What follows belongs to an exercise in optimizing a design on an open flow for small area; a production flow would make more cautious choices. In this exercise RTL edits were held to simulation tests only and were not proved equivalent to the original.

===== design/flow/config.mk =====
export PLATFORM = sky130hd
export DESIGN_NAME = disp
export DESIGN_NICKNAME = disp
export VERILOG_FILES = /design/flow/design.v
export SDC_FILE = /design/flow/constraint.sdc
export NUM_CORES = 4
export LEC_CHECK = 0
export ABC_AREA = 0
export CAP_MARGIN = 20
export CORE_MARGIN = 2
export CORE_UTILIZATION = 40
export SLEW_MARGIN = 20
export SYNTH_HIERARCHICAL = 1
export SYNTH_MINIMUM_KEEP_SIZE = 0

===== design/flow/constraint.sdc =====
create_clock -name core_clock -period 250.0 [get_ports {clk}]
set_input_delay 50.0000 -clock core_clock [delete_from_list [all_inputs] [get_ports {clk}]]
set_output_delay 50.0000 -clock core_clock [all_outputs]
set_load 0.01 [all_outputs]

===== design/flow/design.v =====
module clk_divider(
    input clk,
    input rst,
    output reg [1:0] sel,
    output [3:0] digit_sel
    );
    localparam [9:0] POL = 10'h2d5;
    localparam [9:0] W = 10'h387;
    localparam [9:0] R = 10'h27c;
    reg [9:0] p;
    wire [9:0] l = p ^ POL;
    wire wrap = (l == W);
    wire [9:0] ln = {l[8:0], l[9] ^ l[2]} ^ {2'b00, wrap, 7'b0000000};
    always @(posedge clk) begin
        if (rst) begin
            p <= R ^ POL;
            sel <= 2'd0;
        end else begin
            p <= ln ^ POL;
            if (wrap) sel <= {sel[0], ~sel[1]};
        end
    end
    assign digit_sel = {sel == 2'b10, sel == 2'b11, sel == 2'b01, sel == 2'b00};
endmodule
module seg_decoder(input [1:0] s, input [3:0] digit_sel, input [2:0] gu, input bu, input [2:0] gt, input bt,
                   input [2:0] gh, input bh, input [3:0] th, output [7:0] seg);
  reg [3:0] tc; reg [3:0] x; reg [6:0] c;
  always @(*) begin
    case (th)
      4'd0: tc = 4'b0110;
      4'd1: tc = 4'b0111;
      4'd2: tc = 4'b1110;
      4'd3: tc = 4'b1111;
      4'd4: tc = 4'b0100;
      4'd5: tc = 4'b0101;
      4'd6: tc = 4'b1010;
      4'd7: tc = 4'b1011;
      4'd8: tc = 4'b0010;
      4'd9: tc = 4'b0011;
      4'd10: tc = 4'b0010;
      4'd11: tc = 4'b0010;
      4'd12: tc = 4'b0010;
      4'd13: tc = 4'b0010;
      4'd14: tc = 4'b0010;
      4'd15: tc = 4'b0010;
      default: tc = 4'b0000;
    endcase
  end
  always @(*) begin
    case (s)
      2'b00: x = {gu, bu};
      2'b01: x = {gt, bt};
      2'b11: x = {gh, bh};
      default: x = tc;
    endcase
  end
  always @(*) begin
    case (x)
      4'b0010: c = 7'b1111111;
      4'b0011: c = 7'b1111011;
      4'b0100: c = 7'b0110011;
      4'b0101: c = 7'b1011011;
      4'b0110: c = 7'b1111110;
      4'b0111: c = 7'b0110000;
      4'b1010: c = 7'b1011111;
      4'b1011: c = 7'b1110000;
      4'b1110: c = 7'b1101101;
      4'b1111: c = 7'b1111001;
      default: c = 7'b1111111;
    endcase
  end
  assign seg = {1'b0, c};
endmodule
module disp(
        input [31:0] val,
        input clk,
        input rst,
        output [3:0] digit_sel,
        output [7:0] seg
  );
  wire [1:0] s;
  wire [7:0] sm;
  wire [2:0] gu, gt, gh;
  wire bt, bh;
  wire [3:0] th;
  clk_divider refresh(.clk(clk), .rst(rst), .sel(s), .digit_sel(digit_sel));
  sumtree u_sum(.y(val[31:7]), .S(sm));
  dabble u_dab(.S(sm), .v(val[6:1]), .gu(gu), .gt(gt), .bt(bt), .gh(gh), .bh(bh), .th(th));
  seg_decoder p1(.s(s), .digit_sel(digit_sel), .gu(gu), .bu(val[0]), .gt(gt), .bt(bt), .gh(gh), .bh(bh), .th(th), .seg(seg));
endmodule
module sumtree(input [24:0] y, output [7:0] S);
  wire t1, t2;
  fadd at1(.a(y[0]), .b(y[7]), .c(y[13]), .s(t1), .co(t2));
  wire t3, t4;
  fadd at3(.a(y[14]), .b(y[18]), .c(y[21]), .s(t3), .co(t4));
  wire t5, t6;
  fadd at5(.a(y[24]), .b(t1), .c(t3), .s(t5), .co(t6));
  wire t7, t8;
  fadd at7(.a(y[1]), .b(y[7]), .c(y[8]), .s(t7), .co(t8));
  wire t9, t10;
  fadd at9(.a(y[13]), .b(y[15]), .c(y[18]), .s(t9), .co(t10));
  wire t11, t12;
  fadd at11(.a(y[19]), .b(y[21]), .c(y[22]), .s(t11), .co(t12));
  wire t13, t14;
  fadd at13(.a(y[24]), .b(t2), .c(t4), .s(t13), .co(t14));
  wire t15, t16;
  fadd at15(.a(t6), .b(t7), .c(t9), .s(t15), .co(t16));
  wire t17, t18;
  fadd at17(.a(t11), .b(t13), .c(t15), .s(t17), .co(t18));
  wire t19, t20;
  fadd at19(.a(y[2]), .b(y[8]), .c(y[9]), .s(t19), .co(t20));
  wire t21, t22;
  fadd at21(.a(y[16]), .b(y[19]), .c(y[20]), .s(t21), .co(t22));
  wire t23, t24;
  fadd at23(.a(y[22]), .b(y[23]), .c(t8), .s(t23), .co(t24));
  wire t25, t26;
  fadd at25(.a(t10), .b(t12), .c(t14), .s(t25), .co(t26));
  wire t27, t28;
  fadd at27(.a(t16), .b(t18), .c(t19), .s(t27), .co(t28));
  wire t29, t30;
  fadd at29(.a(t21), .b(t23), .c(t25), .s(t29), .co(t30));
  wire t31, t32;
  fadd at31(.a(y[3]), .b(y[9]), .c(y[10]), .s(t31), .co(t32));
  wire t33, t34;
  fadd at33(.a(y[14]), .b(y[17]), .c(y[20]), .s(t33), .co(t34));
  wire t35, t36;
  fadd at35(.a(y[21]), .b(y[23]), .c(y[24]), .s(t35), .co(t36));
  wire t37, t38;
  fadd at37(.a(t20), .b(t22), .c(t24), .s(t37), .co(t38));
  wire t39, t40;
  fadd at39(.a(t26), .b(t28), .c(t30), .s(t39), .co(t40));
  wire t41, t42;
  fadd at41(.a(t31), .b(t33), .c(t35), .s(t41), .co(t42));
  wire t43, t44;
  fadd at43(.a(t37), .b(t39), .c(t41), .s(t43), .co(t44));
  wire t45, t46;
  fadd at45(.a(y[4]), .b(y[10]), .c(y[11]), .s(t45), .co(t46));
  wire t47, t48;
  fadd at47(.a(y[15]), .b(y[18]), .c(y[21]), .s(t47), .co(t48));
  wire t49, t50;
  fadd at49(.a(y[22]), .b(y[24]), .c(t32), .s(t49), .co(t50));
  wire t51, t52;
  fadd at51(.a(t34), .b(t36), .c(t38), .s(t51), .co(t52));
  wire t53, t54;
  fadd at53(.a(t40), .b(t42), .c(t44), .s(t53), .co(t54));
  wire t55, t56;
  fadd at55(.a(t45), .b(t47), .c(t49), .s(t55), .co(t56));
  wire t57, t58;
  fadd at57(.a(t51), .b(t53), .c(t55), .s(t57), .co(t58));
  wire t59, t60;
  fadd at59(.a(y[5]), .b(y[11]), .c(y[12]), .s(t59), .co(t60));
  wire t61, t62;
  fadd at61(.a(y[16]), .b(y[19]), .c(y[22]), .s(t61), .co(t62));
  wire t63, t64;
  fadd at63(.a(y[23]), .b(t46), .c(t48), .s(t63), .co(t64));
  wire t65, t66;
  fadd at65(.a(t50), .b(t52), .c(t54), .s(t65), .co(t66));
  wire t67, t68;
  fadd at67(.a(t56), .b(t58), .c(t59), .s(t67), .co(t68));
  wire t69, t70;
  fadd at69(.a(t61), .b(t63), .c(t65), .s(t69), .co(t70));
  wire t71, t72;
  fadd at71(.a(y[6]), .b(y[12]), .c(y[13]), .s(t71), .co(t72));
  wire t73, t74;
  fadd at73(.a(y[17]), .b(y[20]), .c(y[23]), .s(t73), .co(t74));
  wire t75, t76;
  fadd at75(.a(y[24]), .b(t60), .c(t62), .s(t75), .co(t76));
  wire t77, t78;
  fadd at77(.a(t64), .b(t66), .c(t68), .s(t77), .co(t78));
  wire t79, t80;
  fadd at79(.a(t70), .b(t71), .c(t73), .s(t79), .co(t80));
  wire t81, t82;
  fadd at81(.a(t75), .b(t77), .c(t79), .s(t81), .co(t82));
  wire t83, t84;
  fadd at83(.a(t5), .b(t72), .c(t74), .s(t83), .co(t84));
  wire t85, t86;
  fadd at85(.a(t76), .b(t78), .c(t80), .s(t85), .co(t86));
  wire t87, t88;
  fadd at87(.a(t82), .b(t83), .c(t85), .s(t87), .co(t88));
  wire t89, t90;
  fadd at89(.a(t17), .b(t72), .c(t74), .s(t89), .co(t90));
  wire t91, t92;
  fadd at91(.a(t76), .b(t78), .c(t80), .s(t91), .co(t92));
  wire t93, t94;
  fadd at93(.a(t82), .b(t84), .c(t86), .s(t93), .co(t94));
  wire t95, t96;
  fadd at95(.a(t88), .b(t89), .c(t91), .s(t95), .co(t96));
  wire t97, t98;
  fadd at97(.a(t27), .b(t29), .c(t90), .s(t97), .co(t98));
  wire t99, t100;
  fadd at99(.a(t92), .b(t94), .c(t96), .s(t99), .co(t100));
  wire t101, t102;
  fadd at101(.a(t43), .b(t98), .c(t100), .s(t101), .co(t102));
  wire t103, t104;
  hadd at103(.a(t93), .b(t95), .s(t103), .co(t104));
  wire t105, t106;
  fadd at105(.a(t97), .b(t99), .c(t104), .s(t105), .co(t106));
  wire t107, t108;
  hadd at107(.a(t101), .b(t106), .s(t107), .co(t108));
  wire t109, t110;
  fadd at109(.a(t57), .b(t102), .c(t108), .s(t109), .co(t110));
  wire t111, t112;
  fadd at111(.a(t67), .b(t69), .c(t110), .s(t111), .co(t112));
  wire t113, t114;
  hadd at113(.a(t81), .b(t112), .s(t113), .co(t114));
  assign S = {t114, t113, t111, t109, t107, t105, t103, t87};
endmodule
module dabble(input [7:0] S, input [6:1] v, output [2:0] gu, output [2:0] gt, output bt, output [2:0] gh, output bh, output [3:0] th);
  wire d1;
  assign d1 = (~S[6] & ~S[7]) | (S[6] & ~S[7]) | (S[6] & S[7]);
  wire d2;
  assign d2 = (~S[6] & ~S[7]) | (S[6] & ~S[7]) | (~S[6] & S[7]);
  wire d3;
  assign d3 = (S[5] & ~d1 & ~d2 & ~S[6]) | (~S[5] & d1 & ~d2 & ~S[6]) | (S[5] & d1 & ~d2 & ~S[6]) | (S[5] & ~d1 & d2 & ~S[6]) | (S[5] & ~d1 & ~d2 & S[6]) | (~S[5] & d1 & ~d2 & S[6]) | (S[5] & d1 & ~d2 & S[6]) | (S[5] & ~d1 & d2 & S[6]);
  wire d4;
  assign d4 = (~S[5] & ~d1 & ~d2 & ~S[6]) | (S[5] & ~d1 & ~d2 & ~S[6]) | (~S[5] & d1 & ~d2 & ~S[6]) | (S[5] & d1 & ~d2 & ~S[6]) | (~S[5] & ~d1 & d2 & ~S[6]) | (S[5] & ~d1 & d2 & ~S[6]) | (~S[5] & d1 & d2 & ~S[6]) | (S[5] & d1 & d2 & ~S[6]) | (~S[5] & ~d1 & ~d2 & S[6]) | (~S[5] & d1 & ~d2 & S[6]) | (S[5] & d1 & d2 & S[6]);
  wire d5;
  assign d5 = (S[5] & ~d1 & ~d2 & ~S[6]) | (~S[5] & d1 & ~d2 & ~S[6]) | (S[5] & d1 & ~d2 & ~S[6]) | (S[5] & ~d1 & d2 & ~S[6]) | (~S[5] & d1 & d2 & ~S[6]) | (S[5] & d1 & d2 & ~S[6]) | (S[5] & ~d1 & ~d2 & S[6]) | (~S[5] & d1 & ~d2 & S[6]) | (S[5] & d1 & ~d2 & S[6]) | (~S[5] & d1 & d2 & S[6]);
  wire d6;
  assign d6 = (~S[5] & ~d1 & ~d2 & ~S[6]) | (~S[5] & d1 & ~d2 & ~S[6]) | (S[5] & d1 & d2 & ~S[6]) | (~S[5] & ~d1 & ~d2 & S[6]) | (~S[5] & d1 & ~d2 & S[6]) | (S[5] & d1 & d2 & S[6]);
  wire d7;
  wire [2:0] d8;
  dstep u8(.b(S[4]), .g({d6, d5, d4}), .q(d7), .gn(d8));
  wire d9;
  wire [2:0] d10;
  dstep u10(.b(S[3]), .g({d8[2], d8[1], d8[0]}), .q(d9), .gn(d10));
  wire d11;
  wire [2:0] d12;
  dstep u12(.b(S[2]), .g({d10[2], d10[1], d10[0]}), .q(d11), .gn(d12));
  wire d13;
  wire [2:0] d14;
  dstep u14(.b(S[1]), .g({d12[2], d12[1], d12[0]}), .q(d13), .gn(d14));
  wire d15;
  wire [2:0] d16;
  dstep u16(.b(S[0]), .g({d14[2], d14[1], d14[0]}), .q(d15), .gn(d16));
  wire d17;
  wire [2:0] d18;
  dstep u18(.b(v[6]), .g({d16[2], d16[1], d16[0]}), .q(d17), .gn(d18));
  wire d19;
  wire [2:0] d20;
  dstep u20(.b(v[5]), .g({d18[2], d18[1], d18[0]}), .q(d19), .gn(d20));
  wire d21;
  wire [2:0] d22;
  dstep u22(.b(v[4]), .g({d20[2], d20[1], d20[0]}), .q(d21), .gn(d22));
  wire d23;
  wire [2:0] d24;
  dstep u24(.b(v[3]), .g({d22[2], d22[1], d22[0]}), .q(d23), .gn(d24));
  wire d25;
  wire [2:0] d26;
  dstep u26(.b(v[2]), .g({d24[2], d24[1], d24[0]}), .q(d25), .gn(d26));
  wire d27;
  wire [2:0] d28;
  dstep u28(.b(v[1]), .g({d26[2], d26[1], d26[0]}), .q(d27), .gn(d28));
  wire d29;
  assign d29 = (~d7 & ~d3) | (d7 & ~d3) | (d7 & d3);
  wire d30;
  assign d30 = (~d7 & ~d3) | (d7 & ~d3) | (~d7 & d3);
  wire d31;
  assign d31 = (d9 & ~d29 & ~d30 & ~d7) | (~d9 & d29 & ~d30 & ~d7) | (d9 & d29 & ~d30 & ~d7) | (d9 & ~d29 & d30 & ~d7) | (d9 & ~d29 & ~d30 & d7) | (~d9 & d29 & ~d30 & d7) | (d9 & d29 & ~d30 & d7) | (d9 & ~d29 & d30 & d7);
  wire d32;
  assign d32 = (~d9 & ~d29 & ~d30 & ~d7) | (d9 & ~d29 & ~d30 & ~d7) | (~d9 & d29 & ~d30 & ~d7) | (d9 & d29 & ~d30 & ~d7) | (~d9 & ~d29 & d30 & ~d7) | (d9 & ~d29 & d30 & ~d7) | (~d9 & d29 & d30 & ~d7) | (d9 & d29 & d30 & ~d7) | (~d9 & ~d29 & ~d30 & d7) | (~d9 & d29 & ~d30 & d7) | (d9 & d29 & d30 & d7);
  wire d33;
  assign d33 = (d9 & ~d29 & ~d30 & ~d7) | (~d9 & d29 & ~d30 & ~d7) | (d9 & d29 & ~d30 & ~d7) | (d9 & ~d29 & d30 & ~d7) | (~d9 & d29 & d30 & ~d7) | (d9 & d29 & d30 & ~d7) | (d9 & ~d29 & ~d30 & d7) | (~d9 & d29 & ~d30 & d7) | (d9 & d29 & ~d30 & d7) | (~d9 & d29 & d30 & d7);
  wire d34;
  assign d34 = (~d9 & ~d29 & ~d30 & ~d7) | (~d9 & d29 & ~d30 & ~d7) | (d9 & d29 & d30 & ~d7) | (~d9 & ~d29 & ~d30 & d7) | (~d9 & d29 & ~d30 & d7) | (d9 & d29 & d30 & d7);
  wire d35;
  wire [2:0] d36;
  dstep u36(.b(d11), .g({d34, d33, d32}), .q(d35), .gn(d36));
  wire d37;
  wire [2:0] d38;
  dstep u38(.b(d13), .g({d36[2], d36[1], d36[0]}), .q(d37), .gn(d38));
  wire d39;
  wire [2:0] d40;
  dstep u40(.b(d15), .g({d38[2], d38[1], d38[0]}), .q(d39), .gn(d40));
  wire d41;
  wire [2:0] d42;
  dstep u42(.b(d17), .g({d40[2], d40[1], d40[0]}), .q(d41), .gn(d42));
  wire d43;
  wire [2:0] d44;
  dstep u44(.b(d19), .g({d42[2], d42[1], d42[0]}), .q(d43), .gn(d44));
  wire d45;
  wire [2:0] d46;
  dstep u46(.b(d21), .g({d44[2], d44[1], d44[0]}), .q(d45), .gn(d46));
  wire d47;
  wire [2:0] d48;
  dstep u48(.b(d23), .g({d46[2], d46[1], d46[0]}), .q(d47), .gn(d48));
  wire d49;
  wire [2:0] d50;
  dstep u50(.b(d25), .g({d48[2], d48[1], d48[0]}), .q(d49), .gn(d50));
  wire d51;
  assign d51 = (~d35 & ~d31) | (d35 & ~d31) | (d35 & d31);
  wire d52;
  assign d52 = (~d35 & ~d31) | (d35 & ~d31) | (~d35 & d31);
  wire d53;
  assign d53 = (d37 & ~d51 & ~d52 & ~d35) | (~d37 & d51 & ~d52 & ~d35) | (d37 & d51 & ~d52 & ~d35) | (d37 & ~d51 & d52 & ~d35) | (d37 & ~d51 & ~d52 & d35) | (~d37 & d51 & ~d52 & d35) | (d37 & d51 & ~d52 & d35) | (d37 & ~d51 & d52 & d35);
  wire d54;
  assign d54 = (~d37 & ~d51 & ~d52 & ~d35) | (d37 & ~d51 & ~d52 & ~d35) | (~d37 & d51 & ~d52 & ~d35) | (d37 & d51 & ~d52 & ~d35) | (~d37 & ~d51 & d52 & ~d35) | (d37 & ~d51 & d52 & ~d35) | (~d37 & d51 & d52 & ~d35) | (d37 & d51 & d52 & ~d35) | (~d37 & ~d51 & ~d52 & d35) | (~d37 & d51 & ~d52 & d35) | (d37 & d51 & d52 & d35);
  wire d55;
  assign d55 = (d37 & ~d51 & ~d52 & ~d35) | (~d37 & d51 & ~d52 & ~d35) | (d37 & d51 & ~d52 & ~d35) | (d37 & ~d51 & d52 & ~d35) | (~d37 & d51 & d52 & ~d35) | (d37 & d51 & d52 & ~d35) | (d37 & ~d51 & ~d52 & d35) | (~d37 & d51 & ~d52 & d35) | (d37 & d51 & ~d52 & d35) | (~d37 & d51 & d52 & d35);
  wire d56;
  assign d56 = (~d37 & ~d51 & ~d52 & ~d35) | (~d37 & d51 & ~d52 & ~d35) | (d37 & d51 & d52 & ~d35) | (~d37 & ~d51 & ~d52 & d35) | (~d37 & d51 & ~d52 & d35) | (d37 & d51 & d52 & d35);
  wire d57;
  wire [2:0] d58;
  dstep u58(.b(d39), .g({d56, d55, d54}), .q(d57), .gn(d58));
  wire d59;
  wire [2:0] d60;
  dstep u60(.b(d41), .g({d58[2], d58[1], d58[0]}), .q(d59), .gn(d60));
  wire d61;
  wire [2:0] d62;
  dstep u62(.b(d43), .g({d60[2], d60[1], d60[0]}), .q(d61), .gn(d62));
  wire d63;
  wire [2:0] d64;
  dstep u64(.b(d45), .g({d62[2], d62[1], d62[0]}), .q(d63), .gn(d64));
  wire d65;
  wire [2:0] d66;
  dstep u66(.b(d47), .g({d64[2], d64[1], d64[0]}), .q(d65), .gn(d66));
  assign gu = {d28[2], d28[1], d28[0]};
  assign gt = {d50[2], d50[1], d50[0]};
  assign gh = {d66[2], d66[1], d66[0]};
  assign bt = d27;
  assign bh = d49;
  assign th = {d59, d61, d63, d65};
endmodule
module dstep(input b, input [2:0] g, output q, output [2:0] gn);
  assign q = (b & ~g[0] & ~g[1] & ~g[2]) | (~b & g[0] & ~g[1] & ~g[2]) | (b & g[0] & ~g[1] & ~g[2]) | (b & ~g[0] & g[1] & ~g[2]) | (b & ~g[0] & ~g[1] & g[2]) | (~b & g[0] & ~g[1] & g[2]) | (b & g[0] & ~g[1] & g[2]) | (b & ~g[0] & g[1] & g[2]);
  assign gn[0] = (~b & ~g[0] & ~g[1] & ~g[2]) | (b & ~g[0] & ~g[1] & ~g[2]) | (~b & g[0] & ~g[1] & ~g[2]) | (b & g[0] & ~g[1] & ~g[2]) | (~b & ~g[0] & g[1] & ~g[2]) | (b & ~g[0] & g[1] & ~g[2]) | (~b & g[0] & g[1] & ~g[2]) | (b & g[0] & g[1] & ~g[2]) | (~b & ~g[0] & ~g[1] & g[2]) | (~b & g[0] & ~g[1] & g[2]) | (b & g[0] & g[1] & g[2]);
  assign gn[1] = (b & ~g[0] & g[1] & ~g[2]) | (~b & g[0] & g[1] & ~g[2]) | (b & g[0] & g[1] & ~g[2]) | (b & ~g[0] & ~g[1] & g[2]) | (~b & g[0] & ~g[1] & g[2]) | (b & g[0] & ~g[1] & g[2]) | (~b & g[0] & g[1] & g[2]);
  assign gn[2] = (~b & ~g[0] & ~g[1] & ~g[2]) | (~b & g[0] & ~g[1] & ~g[2]) | (b & g[0] & g[1] & ~g[2]) | (~b & ~g[0] & ~g[1] & g[2]) | (~b & g[0] & ~g[1] & g[2]) | (b & g[0] & g[1] & g[2]);
endmodule
module fadd(input a, input b, input c, output s, output co);
  assign s = a ^ b ^ c;
  assign co = (a & (b | c)) | (b & c);
endmodule
module hadd(input a, input b, output s, output co);
  assign s = a ^ b;
  assign co = a & b;
endmodule

===== design/flow/run.sh =====
#!/bin/bash
# synth_recipe.tcl (not shown) runs the flow's synth.tcl, then flattens the netlist and writes it again
# the make line also repeats each setting of config.mk as NAME=value (left out here)
make -C /OpenROAD-flow-scripts/flow DESIGN_CONFIG=/design/flow/config.mk WORK_HOME=/design/flow/orfs CLKGATE_MAP_FILE= SYNTH_SCRIPT=/design/flow/synth_recipe.tcl finish

==> run notes, run 1 <==
htree depth 1; Slowest cell on crit path clkdlybuf4s50_1; WS Path Type primary input to output pin; Port-buffer cells between 40 and 50; Clock Sinks 12; Final Max Slew Viols 0; post-cts sizing count 0; clk latency of the worst-skew pair ~0.24 ns; Initial Util 40.8%; ant diodes 0; placed cell areas 3580 um^2; fin crit share 46.6%; total gr overflow 0; cell count along the critical path 52; Detailed Route WL 5.88 mm; Die X-Extent 92.3 um; core area 7650 um^2; Worst setup SP type primary input; Vias/cell 5.40; reg2reg setup slack around 250 ns; Layout area overhead 16.1%; routing usage on met3 1.46%; commonest cells after routing, fill and taps aside 54 x fa_1, 44 x clkdlybuf4s50_1, 28 x inv_1, 26 x mux2i_1; placed wire-length estimate 5.23 mm; Total GRT Usage 15.4%; critical path's most frequent cell fa_1; vias in the first global route 2,526; commonest non-fill, non-tap cell in the layout fa_1; depth of the most critical reg-to-reg path 3; Setup Buffers After CTS 0; Boundary Pins 46; drt initial violations approximately 100; worst path arrival time 66.44 ns; fin area ~3600 um^2; Fin Setup TNS 0 ns; Reg-to-Reg Start refresh.p[4]$_SDFF_PP0_; Die ar. 8520 um^2; status finished clean; hold depth 1; Max Freq 8.59 MHz; drc violations 0; Crit Path Max Fanout 6; Rel. slew slack 63.0%; clock root buffer clkbuf_8; RSZ-0062 raised after global routing false; Netlist Area Pre-Place 3120 um^2; share of layout cells above drive strength 1 4.05%; first-pass GRT wire length between 10 and 15 mm; Buffers & Inverters on Critical Path 3; final setup violation count 0; initial antenna violation count 0; fin nets approximately 470; critical path's top delay family adder cells; Slew @ Worst Pin 0.555 ns; Final ANT Viol Nets 0; Hold Path Origin refresh.p[4]$_SDFF_PP0_; total CTS buffers 3; busiest grt layer met2; met2 Use GR 27.5%; Hold Buf Count CTS 0; clk_skew roughly 0.0029 ns; largest net degree at the start of global routing 19; worst stage delay on the critical path approximately 0.63 ns; row cnt 32; critical path required time 200.00 ns; syn_nets 432; final hold vios 0; register clock-pin slew on the reported worst setup and hold paths 0.05 ns; 1st-pass router iterations 4; Syn Area/Cell between 9 and 10 um^2; Syn. warnings 8; met1 usage 21.0%; GPL Wtd Cong 0.781; Longest Clk Path Bufs 2; cell count after synthesis 338; Final min period 116.44 ns; max-cap viol count 0; WL/cell 12.5 um; die height 92.3 um; Hold EP refresh.p[5]$_SDFF_PP1_; total number of vias between 2,000 and 3,000; Min-Delay Path Class flop to flop; CTS tree built; r2r endpoint refresh.sel[1]$_SDFFE_PP0N_; CP Capture Type output pin
-- through the flow --
step	instances	worst slack, ns	hold slack, ns	utilization, %
CTS	472	133.49	0.390	47.3
finish	472	133.56	0.386	47.3
floorplan	338	135.76	0.366	-
global placement	469	133.90	0.377	46.8
detailed placement	469	133.48	0.377	46.8
global route	472	132.15	0.404	47.3
-- layout make-up --
cell class              instances  area [um^2]
well taps                     102          128
fillers                       725         4030
multi-input cells             283         2670
repair buffers                 44          440
clock buffers                   3         41.3
flip-flops and latches         12          240
inverters                      28          105
-- flip-flops by register name, indices dropped and copies added, names as in the netlist --
name / flops
refresh.p: 10
refresh.sel: 2
-- worst max-delay path by stage --
stage	from	slack (ns)	to
2_1_floorplan	val[7]	135.76	seg[5]
3_3_place_gp	val[20]	133.90	seg[5]
3_5_place_dp	val[20]	133.48	seg[5]
4_1_cts	val[20]	133.49	seg[5]
5_1_grt	val[20]	132.15	seg[5]
6_report	val[20]	133.56	seg[5]
-- routing by layer --
layer	vias up	routed length, um
li1	1340	-
met1	1176	2900
met2	29	2870
met3	3	100
met4	0	10
met5	-	0
==> run 2, diff against run 1 <==
==> design/flow/flow/run.sh (new file) <==
#!/bin/bash
# Layout flow: the standard flow (standard.sh), except that synthesis maps the logic
# with an area-oriented ABC script (flow/abc_map.script: strash; dch; map -a) in place of
# ORFS's delay-oriented abc_speed.script.  Everything else, registers included, is the
# standard synthesis and layout.
set -euo pipefail
W=$(pwd)
rm -rf "$W/scripts_area"
cp -r "$FLOW_HOME/scripts" "$W/scripts_area"
cp "$W/flow/abc_map.script" "$W/scripts_area/abc_speed.script"
bash standard.sh SCRIPTS_DIR="$W/scripts_area" synth > "$W/synth.log" 2>&1
bash standard.sh > "$W/layout.log" 2>&1
==> design/flow/flow/abc_map.script (new file) <==
strash
dch
map -a
topo
==> design/flow/standard.sh (new file) <==
#!/bin/bash
# synth_recipe.tcl (not shown) runs the flow's synth.tcl, then flattens the netlist and writes it again
# the make line also repeats each setting of config.mk as NAME=value (left out here)
make -C /OpenROAD-flow-scripts/flow DESIGN_CONFIG=/design/flow/config.mk WORK_HOME=/design/flow/orfs CLKGATE_MAP_FILE= SYNTH_SCRIPT=/design/flow/synth_recipe.tcl "${@:-finish}"
removed: design/flow/run.sh
==> run 2 against run 1 <==
Effect of this change:
- clock-buffer cell count up 1
- first-iteration DRC count down 53%
- sequential share of layout area is 0.40 points higher
- maximum frequency about the same
- cell count rose by 5.3%
- clock skew grew 0.0026 ns
- core utilization rose by 0.51 points
- via count is 4.0% higher
==> run notes, run 2 <==
status finished clean; Syn Area/Cell 7.97 um^2 (-14%); Min-Delay Path Class flop to flop; Hold Buf Count CTS 0 (unchanged); WL/cell 11.6 um (-6.6%); commonest cells after routing, fill and taps aside 54 x fa_1, 44 x clkdlybuf4s50_1, 43 x nor2_1, 38 x nand3_1, 37 x o21ai_0; clk latency of the worst-skew pair 0.24 ns (about the same); Port-buffer cells 44 (unchanged); Hold WS 0.384 ns (-0.00203 ns); register clock-pin slew on the reported worst setup and hold paths 0.05 ns (about the same); max-cap viol count 0 (unchanged); commonest non-fill, non-tap cell in the layout fa_1; fin crit share 46.6% (about the same); GPL Wtd Cong 0.807 (+3.3%); Detailed Route WL 5.78 mm (-1.7%); Final ANT Viol Nets 0 (unchanged); Setup Buffers After CTS 0 (unchanged); Final min period 116.40 ns (-0.0410 ns); Crit Path Max Fanout 6 (unchanged); placed instance count 493 (+5.1%); share of layout cells above drive strength 1 1.01% (-3.0 points); CP Capture Type output pin; placed cell areas 3360 um^2 (-6.1%); Reg-to-Reg Start refresh.p[0]$_SDFF_PP1_; Worst setup SP type primary input; Total GRT Usage 15.7% (+0.33 points); hold depth 1 (unchanged); Slowest cell on crit path clkdlybuf4s50_1; cell count after synthesis 363 (+7.4%); fin area 3420 um^2 (-5.7%); total CTS buffers 3 (unchanged); WS Path Type primary input to output pin; Biggest register refresh.p; non-filler cells, final 497 (+5.3%); reg2reg setup slack 248.64 ns (-0.21 ns); CTS tree built; 1st-pass router iterations 4 (unchanged); Hold EP refresh.p[5]$_SDFF_PP1_; Longest Clk Path Bufs 2 (unchanged); Layout area overhead 18.0%; Hold Path Origin refresh.p[4]$_SDFF_PP0_; Max Freq 8.59 MHz (about the same); worst stage delay on the critical path 0.63 ns (about the same); drt initial violations 49 (-53%); Initial Util 40.6% (-0.22 points); ant diodes 0 (unchanged); leading registers by flop count refresh.p: 10 flops, refresh.sel: 2 flops; vias in the first global route 2,415 (-4.4%); Boundary Pins 46 (unchanged); Vias/cell 5.33 (-1.2%); core area 7140 um^2 (-6.7%); total gr overflow 0 (unchanged); clk_skew 0.00543 ns (+0.00257 ns); r2r endpoint refresh.sel[0]$_SDFFE_PP0N_; Netlist Area Pre-Place 2890 um^2 (-7.2%); syn_nets 457 (+5.8%); critical path's most frequent cell fa_1; Fin Setup TNS 0 ns (unchanged); initial antenna violation count 0 (unchanged); drc violations 0 (unchanged); worst path arrival time 66.39 ns (-0.05 ns); Die X-Extent 89.1 um (-3.5%); multi-input logic area 2490 um^2 (-6.5%); final hold vios 0 (unchanged); Final Max Slew Viols 0 (unchanged); FF+latch area 240 um^2 (unchanged); Syn. warnings 8 (unchanged); total number of vias 2,651 (+4.0%); Die ar. 7930 um^2 (-6.9%); placed wire-length estimate 5.17 mm (-1.2%); clock root buffer clkbuf_8; RSZ-0062 raised after global routing false; FILL cells 754 (+4.0%); final setup violation count 0 (unchanged); first-pass GRT wire length 10.1 mm (-7.9%); largest net degree at the start of global routing 11 (-8); fin nets 493 (+5.8%); die height 89.1 um (-3.5%); post-cts sizing count 0 (unchanged); row cnt 31 (-3.1%); critical path required time 200.00 ns (about the same); max reg flops 10 (unchanged); Clock Sinks 12 (unchanged); depth of the most critical reg-to-reg path 6 (+3); htree depth 1 (unchanged)
run 2: per-stage QoR:
stage          utilization, %  setup WS, ns
2_1_floorplan               -        135.81
3_3_place_gp             47.1        133.97
3_5_place_dp             47.1        133.64
4_1_cts                  47.9        133.62
5_1_grt                  47.9        132.30
6_report                 47.9        133.61
run 2: area by class of cell:
type	instances	area share (%)
multi-input cells	321	73.0
repair buffers	44	12.9
flip-flops and latches	12	7.03
well taps	99	3.63
inverters	17	1.87
clock buffers	4	1.61
run 2: routing by layer:
layer	up-vias	GRT usage (%)	share of wire [%]
li1	1411	-	-
met1	1218	20.2	46
met2	22	30.1	52
met3	0	1.66	1.7
met4	0	0.407	0
met5	-	0	0
run 2: how the worst max path moves through the flow:
stage / start / endpoint / slack (ns)
final: val[28] / seg[2] / 133.61
after global routing: val[28] / seg[2] / 132.30
after CTS: val[28] / seg[2] / 133.62
after detailed placement: val[28] / seg[2] / 133.64
after global placement: val[28] / seg[2] / 133.97
after floorplan: val[7] / seg[2] / 135.81
run 2: critical path: cells and delay by family:
kind / cells / cell delay [ns]
AND/OR/NAND/NOR: 2 / 0.23
AO/OA/AOI/OAI: 26 / 6.14
adder cells (fa/ha/maj): 20 / 8.50
buffers and inverters: 4 / 1.48
==> run 3, diff against run 2 <==
--- a/design/flow/flow/run.sh
+++ b/design/flow/flow/run.sh
@@ -11,2 +11,2 @@
 bash standard.sh SCRIPTS_DIR="$W/scripts_area" synth > "$W/synth.log" 2>&1
-bash standard.sh > "$W/layout.log" 2>&1
+bash standard.sh BUFFER_PORTS_ARGS="-buffer_cell sky130_fd_sc_hd__buf_1" > "$W/layout.log" 2>&1
==> run 3 against run 2 <==
Effect of this change:
- sequential cell count did not move
- synthesized cell count is the same
- via count increased by 0.57%
- non-clock buffer count is the same
- clock-buffer cell count shrank 1
- design area fell by 8.5%
- critical path type unchanged
- largest cell class unchanged
- highest routed layer unchanged
==> run notes, run 3 <==
status finished clean; commonest cells after routing, fill and taps aside 54 x fa_1, 44 x buf_1, 43 x nor2_1, 38 x nand3_1, 37 x o21ai_0; row cnt 31 (unchanged); share of layout cells above drive strength 1 0.756% (-0.25 points); Detailed Route WL 5.82 mm (+0.66%); placed wire-length estimate 5.21 mm (+0.82%); Hold WS 0.387 ns (+0.00328 ns); drt initial violations 69 (+41%); initial antenna violation count 0 (unchanged); Max Freq 8.65 MHz (+0.67%); clk_skew 0.00519 ns (-0.000243 ns); Syn Area/Cell 7.97 um^2 (unchanged); total CTS buffers 3 (unchanged); pre-CTS setup slack 134.37 ns (+0.729 ns); Die ar. 7930 um^2 (unchanged); worst setup margin 134.39 ns (+0.780 ns); max-cap viol count 0 (unchanged); vias in the first global route 2,507 (+3.8%); final core utilization 43.8% (-4.0 points); Boundary Pins 46 (unchanged); Longest Clk Path Bufs 2 (unchanged); register clock-pin slew on the reported worst setup and hold paths 0.05 ns (about the same); Fin Setup TNS 0 ns (unchanged); Initial Util 40.6% (unchanged); max reg flops 10 (unchanged); Port-buffer cells 44 (unchanged); total gr overflow 0 (unchanged); critical path's most frequent cell fa_1; Crit Path Max Fanout 6 (unchanged); clk latency of the worst-skew pair 0.24 ns (about the same); Clock Sinks 12 (unchanged); final setup violation count 0 (unchanged); fin crit share 46.2% (-0.31 points); final hold vios 0 (unchanged); WS Path Type primary input to output pin; Min-Delay Path Class flop to flop; critical path required time 200.00 ns (about the same); largest net degree at the start of global routing 11 (unchanged); worst stage delay on the critical path 0.50 ns (-0.13 ns); Total GRT Usage 16.3% (+0.61 points); Setup Buffers After CTS 0 (unchanged); Worst setup SP type primary input; Vias/cell 5.38 (+0.77%); die height 89.1 um (unchanged); leading registers by flop count refresh.p: 10 flops, refresh.sel: 2 flops; htree depth 1 (unchanged); commonest non-fill, non-tap cell in the layout fa_1; clock root buffer clkbuf_8; RSZ-0062 raised after global routing false; ant diodes 0 (unchanged); GPL Wtd Cong 0.788 (-2.4%); Final min period 115.62 ns (-0.780 ns); drc violations 0 (unchanged); Final Max Slew Viols 0 (unchanged); Syn. warnings 8 (unchanged); Biggest register refresh.p; Slowest cell on crit path fa_1; WL/cell 11.7 um (+0.86%); worst path arrival time 65.61 ns (-0.78 ns); Layout area overhead 8.04%; Hold Buf Count CTS 0 (unchanged); core area 7140 um^2 (unchanged); Final ANT Viol Nets 0 (unchanged); 1st-pass router iterations 4 (unchanged); post-cts sizing count 0 (unchanged); CP Capture Type output pin; syn_nets 457 (unchanged); CTS tree built; fin nets 493 (unchanged); first-pass GRT wire length 10.5 mm (+4.2%); Die X-Extent 89.1 um (unchanged); total number of vias 2,666 (+0.57%); Netlist Area Pre-Place 2890 um^2 (unchanged); cell count after synthesis 363 (unchanged)
==> run 3: routing by layer <==
layer,track usage (%),up-vias,part of all wire (%)
met2,31.8,22,53
met5,0,-,0
li1,-,1406,-
met3,1.57,0,1.6
met4,0.407,0,0
met1,20.6,1238,45
==> run 3: final timing paths <==
kind	startpoint	to	slack (ns)	depth (start not counted)
worst max-delay path	val[28]	seg[2]	134.39	52
worst min-delay path	refresh.p[4]$_SDFF_PP0_	refresh.p[5]$_SDFF_PP1_	0.39	1
worst max register to register	refresh.p[0]$_SDFF_PP1_	refresh.sel[0]$_SDFFE_PP0N_	248.69	6
worst min register to register	refresh.p[4]$_SDFF_PP0_	refresh.p[5]$_SDFF_PP1_	0.39	1
==> run 3: area by class of cell <==
type | instances | area, um^2
clock buffer | 3 | 41.3
fill | 750 | 4010
inverter | 17 | 63.8
multi-input combinational | 321 | 2490
sequential | 12 | 240
tap | 99 | 124
timing repair buffer | 44 | 165
==> run 3: through the flow <==
step / std cells / area [um^2]
final: 496 / 3130
after global routing: 496 / 3130
after CTS: 496 / 3130
after detailed placement: 493 / 3090
after global placement: 493 / 3090
after floorplan: 363 / 2890
==> run 3: worst max-delay path: cells and delay by family <==
kind                       cells  cell delay (ns)
buffers and inverters          4             0.74
adders and majority gates     20             8.50
AOI/OAI and AO/OA             26             6.13
and+or+nand+nor                2             0.25

[what the ideal ports hide]
In the flow no input, the clock included, has a driving cell. The finished layouts below were timed again as built, in two steps. Step 1 sets driving cells, clkbuf_16 on the clock port and buf_2 on the other inputs (assumed; they add their load-dependent delay and slew). Step 2 moves the port delays by t, midway between the first and last clock arrival at a register: inputs arrive t later, outputs are due t later. That takes back most of the time a late clock gives input paths. Slacks: no drivers / after step 1 / after step 2; pairs: no drivers / after step 1.
run | shift t [ns] | setup slack, ns | worst hold slack (ns) | worst setup path after step 2 | latest minus earliest clock arrival (ns)
run 1 | 0.256 | 133.564 / 133.540 / 133.540 | 0.386 / 0.386 / 0.386 | input to output | 0.003 / 0.003
run 2 | 0.257 | 133.605 / 133.581 / 133.581 | 0.384 / 0.384 / 0.384 | input to output | 0.006 / 0.006
run 3 | 0.257 | 134.385 / 134.359 / 134.359 | 0.387 / 0.387 / 0.387 | input to output | 0.006 / 0.005
After both steps setup and hold are still met in every run listed. The setup slack of run 3, which loses most, moves by -0.026 ns with the drivers and by -0.026 ns with both steps.
